This design comes from an exercise in tuning for small area on the open sky130 flow, not from production work.
No run shown here included a check of the RTL's function; only the layout flow was run.

## flow/design.v (module list and top-level ports; edited modules follow where they fit)
// module FIR2: 1196 lines
// module FIR2_fa: 6 lines
// module FIR2_ha: 6 lines
module FIR2 (X, clk, Y, reset);
  // ...
==> flow/run.sh <==
#!/bin/bash
# synth_recipe.tcl (not shown) runs the flow's synth.tcl, then flattens the netlist and writes it again
# the make line also repeats each setting of config.mk as NAME=value (left out here)
make -C /OpenROAD-flow-scripts/flow DESIGN_CONFIG=/design/flow/config.mk WORK_HOME=/design/flow/orfs CLKGATE_MAP_FILE= SYNTH_SCRIPT=/design/flow/synth_recipe.tcl finish
==> flow/config.mk <==
export PLATFORM = sky130hd
export DESIGN_NAME = FIR2
export DESIGN_NICKNAME = FIR2
export VERILOG_FILES = /design/flow/design.v
export SDC_FILE = /design/flow/constraint.sdc
export NUM_CORES = 4
export LEC_CHECK = 0
export CAP_MARGIN = 20
export CORE_MARGIN = 2
export CORE_UTILIZATION = 60
export CTS_BUF_LIST = sky130_fd_sc_hd__clkbuf_4 sky130_fd_sc_hd__clkbuf_8
export SLEW_MARGIN = 20
export SYNTH_HIERARCHICAL = 1
==> flow/constraint.sdc <==
create_clock -name core_clock -period 15.0 [get_ports {clk}]
set_input_delay 3.0000 -clock core_clock [delete_from_list [all_inputs] [get_ports {clk}]]
set_output_delay 3.0000 -clock core_clock [all_outputs]
set_load 0.01 [all_outputs]
==> results.tsv, run 1 <==
stage	metric	value	unit
run_status	status	no timing/DRC/antenna violations	
synth	synthesis-stage register bit count	716	
synth	adder-cell share of the synthesized area	53.7	%
synth	Top FF cell, synth	dfxtp_1	
cells_and_area	Seq/total area	34.8	%
die	IO Count	28	
critical_path	Critical Path AT	15.30	ns
die	Starting Density	60.8	%
cells_and_area	Multi-input gate area	21300	um^2
route	DR top layer	met5	
placed_design	Place WS	-0.473	ns
synth	Async SR Flop Fraction	2.79	%
cells_and_area	fin area	41500	um^2
critical_path	critical path endpoint category	flop	
hold_path	Hold Path Sink	d58[2]	
cells_and_area	non-clock buffer area fraction after layout	4.79	%
route	WL met3	10300	um
synth	Net Count, Synth	3226	
critical_path	CP Launch Point	cnt[4]	
critical_path	crit path capture	Y[12]	
cells_and_area	Final Util	70.2	%
die	Die Span Y	249	um
route	Post-Route WL	103000	um
timing	Setup TNS	0	ns
route	Residual DRC	0	
synth	largest area contributor in the netlist	fa_1	
critical_path	CP Data Required Time	15.62	ns
synth	Synth Warn #	7	
cells_and_area	max reg flops	14	
timing	clock skew	0.0661	ns
route	Detail Route Antenna Nets	0	
cells_and_area	Net count, final	3546	
==> run 2, diff against run 1 <==
--- a/flow/config.mk
+++ b/flow/config.mk
@@ -7,7 +7,6 @@
 export LEC_CHECK = 0
 export CAP_MARGIN = 20
 export CORE_MARGIN = 2
-export CORE_UTILIZATION = 60
-export CTS_BUF_LIST = sky130_fd_sc_hd__clkbuf_4 sky130_fd_sc_hd__clkbuf_8
+export CORE_UTILIZATION = 40
 export SLEW_MARGIN = 20
 export SYNTH_HIERARCHICAL = 1
==> run 2 against run 1 <==
Effect of this change:
- still clean
- die area rose by 49%
- maximum frequency increased by 0.13%
- global-route usage shrank 11 points
- synthesized cell count stayed put
- final cell count grew 10%
- sequential share of layout area down 0.50 points
- non-clock buffer count is 22 higher
==> results.tsv, run 2 <==
stage	metric	value	unit	change
synth	Mapped Area	36000	um^2	unchanged
synth	sequential area share after synthesis	40.1	%	unchanged
run_status	status	no timing/DRC/antenna violations		unchanged
synth	Top FF cell, synth	dfxtp_1		unchanged
synth	Post-synth EDFFs	0		unchanged
clock_tree	H-tree levels	3		unchanged
synth	largest area contributor in the netlist	fa_1		unchanged
die	Starting Density	40.5	%	was 60.8%
cells_and_area	Net count, final	3537		was 3546
clock_tree	CTS clock-pin slew for the worst setup and hold paths	0.06	ns	about the same
placed_design	post-DP HPWL	96100	um	was 90400 um
route	Detail Route Antenna Nets	0		unchanged
clock_tree	Root Buffer	clkbuf_16		was clkbuf_8
timing	clock skew	0.0274	ns	was 0.0661 ns
route	Residual DRC	0		unchanged
synth	synthesis-stage register bit count	716		unchanged
critical_path	CP max FO	6		was 7
cells_and_area	commonest non-fill, non-tap cell in the layout	fa_1		unchanged
synth	Synth Instances	2236		unchanged
global_routing	largest net degree at the start of global routing	21		unchanged
placed_design	# port buffers	27		unchanged
synth	top cells by area, synth	fa_1, dfxtp_1, nand2_1		unchanged
cells_and_area	FILL cells	7631		was 3871
synth	Net Count, Synth	3226		unchanged
synth	syn_area_per_cell	16.1	um^2	unchanged
clock_tree	CTS Hold Bufs	0		unchanged
die	chip width	304	um	was 249 um
critical_path	Slowest cell on crit path	fa_2		unchanged
timing	WHS	0.311	ns	was 0.302 ns
critical_path	CP Data Required Time	15.52	ns	was 15.62 ns
route	DR WL/cell	28.7	um	was 30.4 um
synth	most frequent cells after synthesis	fa_1, dfxtp_1, nand2_1, inv_1, ha_1		unchanged
critical_path	classification of the worst setup path	reg2reg		unchanged
timing	final setup fails	0		unchanged
critical_path	Worst Path Buf+Inv	2		was 3
timing	Fin. Hold Viols	0		unchanged
timing	worst-margin pin slew	0.687	ns	was 0.694 ns
route	Detailed Routing Iterations Pass 1	5		unchanged
clock_tree	CTS tree	built		unchanged
timing	Tmin final	14.67	ns	was 14.69 ns
cells_and_area	Area growth syn-to-layout	17.1	%	was 15.4%
placed_design	placed insts	3628		was 3205
critical_path	crit-path most repeated cell	fa_1		unchanged
timing	max-slew violation count	0		unchanged
global_routing	initial antenna violation count	4		was 3
die	core footprint	88800	um^2	was 59100 um^2
route	Vias	18100		was 18700
synth	Yosys cell types	32		unchanged
die	DIE AREA	92300	um^2	was 61900 um^2
synth	most frequent cell after synthesis	fa_1		unchanged
cells_and_area	Non-Filler Instances	3764		was 3408
run	Max Cap Viol	0		unchanged
critical_path	Critical Path Start Type	flop		unchanged
synth	Async SR Flop Fraction	2.79	%	unchanged
hold_path	Tightest Hold Check Type	reg2reg		unchanged
clock_tree	insertion delay of the later-clocked pin in the worst-skew pair	0.65	ns	was 0.79 ns
cells_and_area	layout cells sized above 1	16.4	%	was 19.2%
placed_design	placed cell areas	39400	um^2	was 38600 um^2
global_routing	GR Overflow Total	0		unchanged
synth	Synth top area share	52.6	%	unchanged
critical_path	Critical Path AT	15.18	ns	was 15.30 ns
cells_and_area	most frequent cells in the layout	fa_1, dfxtp_1, nand2_1		unchanged
clock_tree	total CTS buffers	75		was 106
synth	Synth Warn #	7		unchanged
clock_tree	clock tree buffer depth	3		unchanged
global_routing	Tot GR Track Use	24.4	%	was 35.2%
route	Via density	4.80		was 5.50
clock_tree	# clock sinks	716		unchanged
die	IO Count	28		unchanged
critical_path	critical path endpoint category	flop		unchanged
cells_and_area	fin area	42100	um^2	was 41500 um^2
critical_path	max incr delay on CP	0.57	ns	was 0.66 ns
critical_path	CP top delay family	adder cells		unchanged
cells_and_area	max reg flops	14		unchanged
timing	Fmax	0.0682	GHz	was 0.0681 GHz
die	Row Count	109		was 89
die	Die Span Y	304	um	was 249 um
route	DRT iter0 DRCs	1439		was 1604
global_routing	first-pass GRT wire length	155000	um	was 149000 um
global_routing	vias in the first global route	21800		was 22300
cells_and_area	Reg with most FFs	Y		unchanged
placed_design	GPL Wtd Cong	0.966		was 1.05
timing	Max-slew headroom	54.2	%	was 53.5%
route	Post-Route WL	108000	um	was 103000 um
timing	Final period util	97.8	%	was 97.9%
-- run 2: cell counts after synthesis --
Identical to the previous run, type by type.
-- run 2: kinds of logic after synthesis --
family | share of synthesized area, %
buffers and inverters | 1.27
xor gates and xnor gates | 0.0244
AOI/OAI and AO/OA | 0.435
and+or+nand+nor | 4.37
adders and majority gates | 53.7
DFF | 40.1
muxes | 0.0592
-- run 2: final timing paths --
path,depth (start not counted),slack (ns),to,startpoint
max,36,0.33,Y[12],cnt[3]
min,0,0.31,d56[2],d55[2]
max reg2reg,36,0.33,Y[12],cnt[3]
min reg2reg,0,0.31,d56[2],d55[2]
max in group asynchronous,3,11.92,cnt[4],reset
min in group asynchronous,3,2.73,Y[9],reset
-- run 2: layout make-up --
cell class | instances | area (um^2) | area share (%)
tap | 1165 | 1460 | 3.46
antenna | 4 | 10.0 | 0.0238
timing repair buffer | 270 | 2280 | 5.42
inverter | 71 | 269 | 0.639
sequential | 716 | 14400 | 34.3
clock inverter | 28 | 345 | 0.820
multi-input combinational | 1413 | 21200 | 50.4
clock buffer | 97 | 2080 | 4.94
-- run 2: modules after synthesis, one instance, submodules excluded --
module	cell area (um^2)	times used	flip-flops and latches	cells inside
FIR2_fa	20.0	945	0	1
FIR2_ha	12.5	17	0	1
FIR2	16800	1	716	1274
-- run 2: per-stage QoR --
stage               setup TNS, ns  util (%)  setup slack (ns)
global route              -0.0159      47.4           -0.0159
global placement           -0.169      44.4            -0.119
finish                          0      47.4             0.333
detailed placement         -0.250      44.4            -0.159
floorplan                       0         -             0.793
CTS                             0      47.2            0.0220
-- run 2: metal layers --
layer	track usage, %	wire length, um	share of wire, %	up-vias
met4	7.57	3190	3.0	2
li1	-	-	-	7407
met5	0	13	0.012	-
met3	6.82	8120	7.5	149
met2	37.6	49600	46	547
met1	33.9	47200	44	9959
-- run 2: repair_timing --
action / CTS / global route
gates resized for setup: 3 / 63
pin swaps: 0 / 5
hold endpoints to repair: 0 / 0
buffers inserted: 0 / 7
endpoints found under the setup margin: 2 / 3

## what the ideal ports hide
No port has a modelled driver above. Below, the same layouts with a new extraction and two added sets of constraints. Step 1 (the two cells are an assumption about what drives the block):
set clk [get_ports {clk}]
set_driving_cell -lib_cell sky130_fd_sc_hd__clkbuf_16 $clk
set_driving_cell -lib_cell sky130_fd_sc_hd__buf_2 [delete_from_list [all_inputs] $clk]
Step 2 moves the port delays by t, midway between the first and last clock arrival at a register: inputs arrive t later, outputs are due t later. That takes back most of the time a late clock gives input paths. a / b / c = ideal ports / drivers / drivers and shift; a / b = the first two.
| run | t, ns | setup slack, ns | worst setup path at the end | cell pins on the clock port's net |
|---|---|---|---|---|
| run 1 | 0.813 | 0.314 / 0.314 / 0.149 | input to register | 1 |
| run 2 | 0.703 | 0.333 / 0.333 / 0.189 | input to register | 1 |
After both steps setup and hold are still met in every run listed. The setup slack of run 1, which loses most, moves by 0.000 ns with the drivers and by -0.165 ns with both steps.
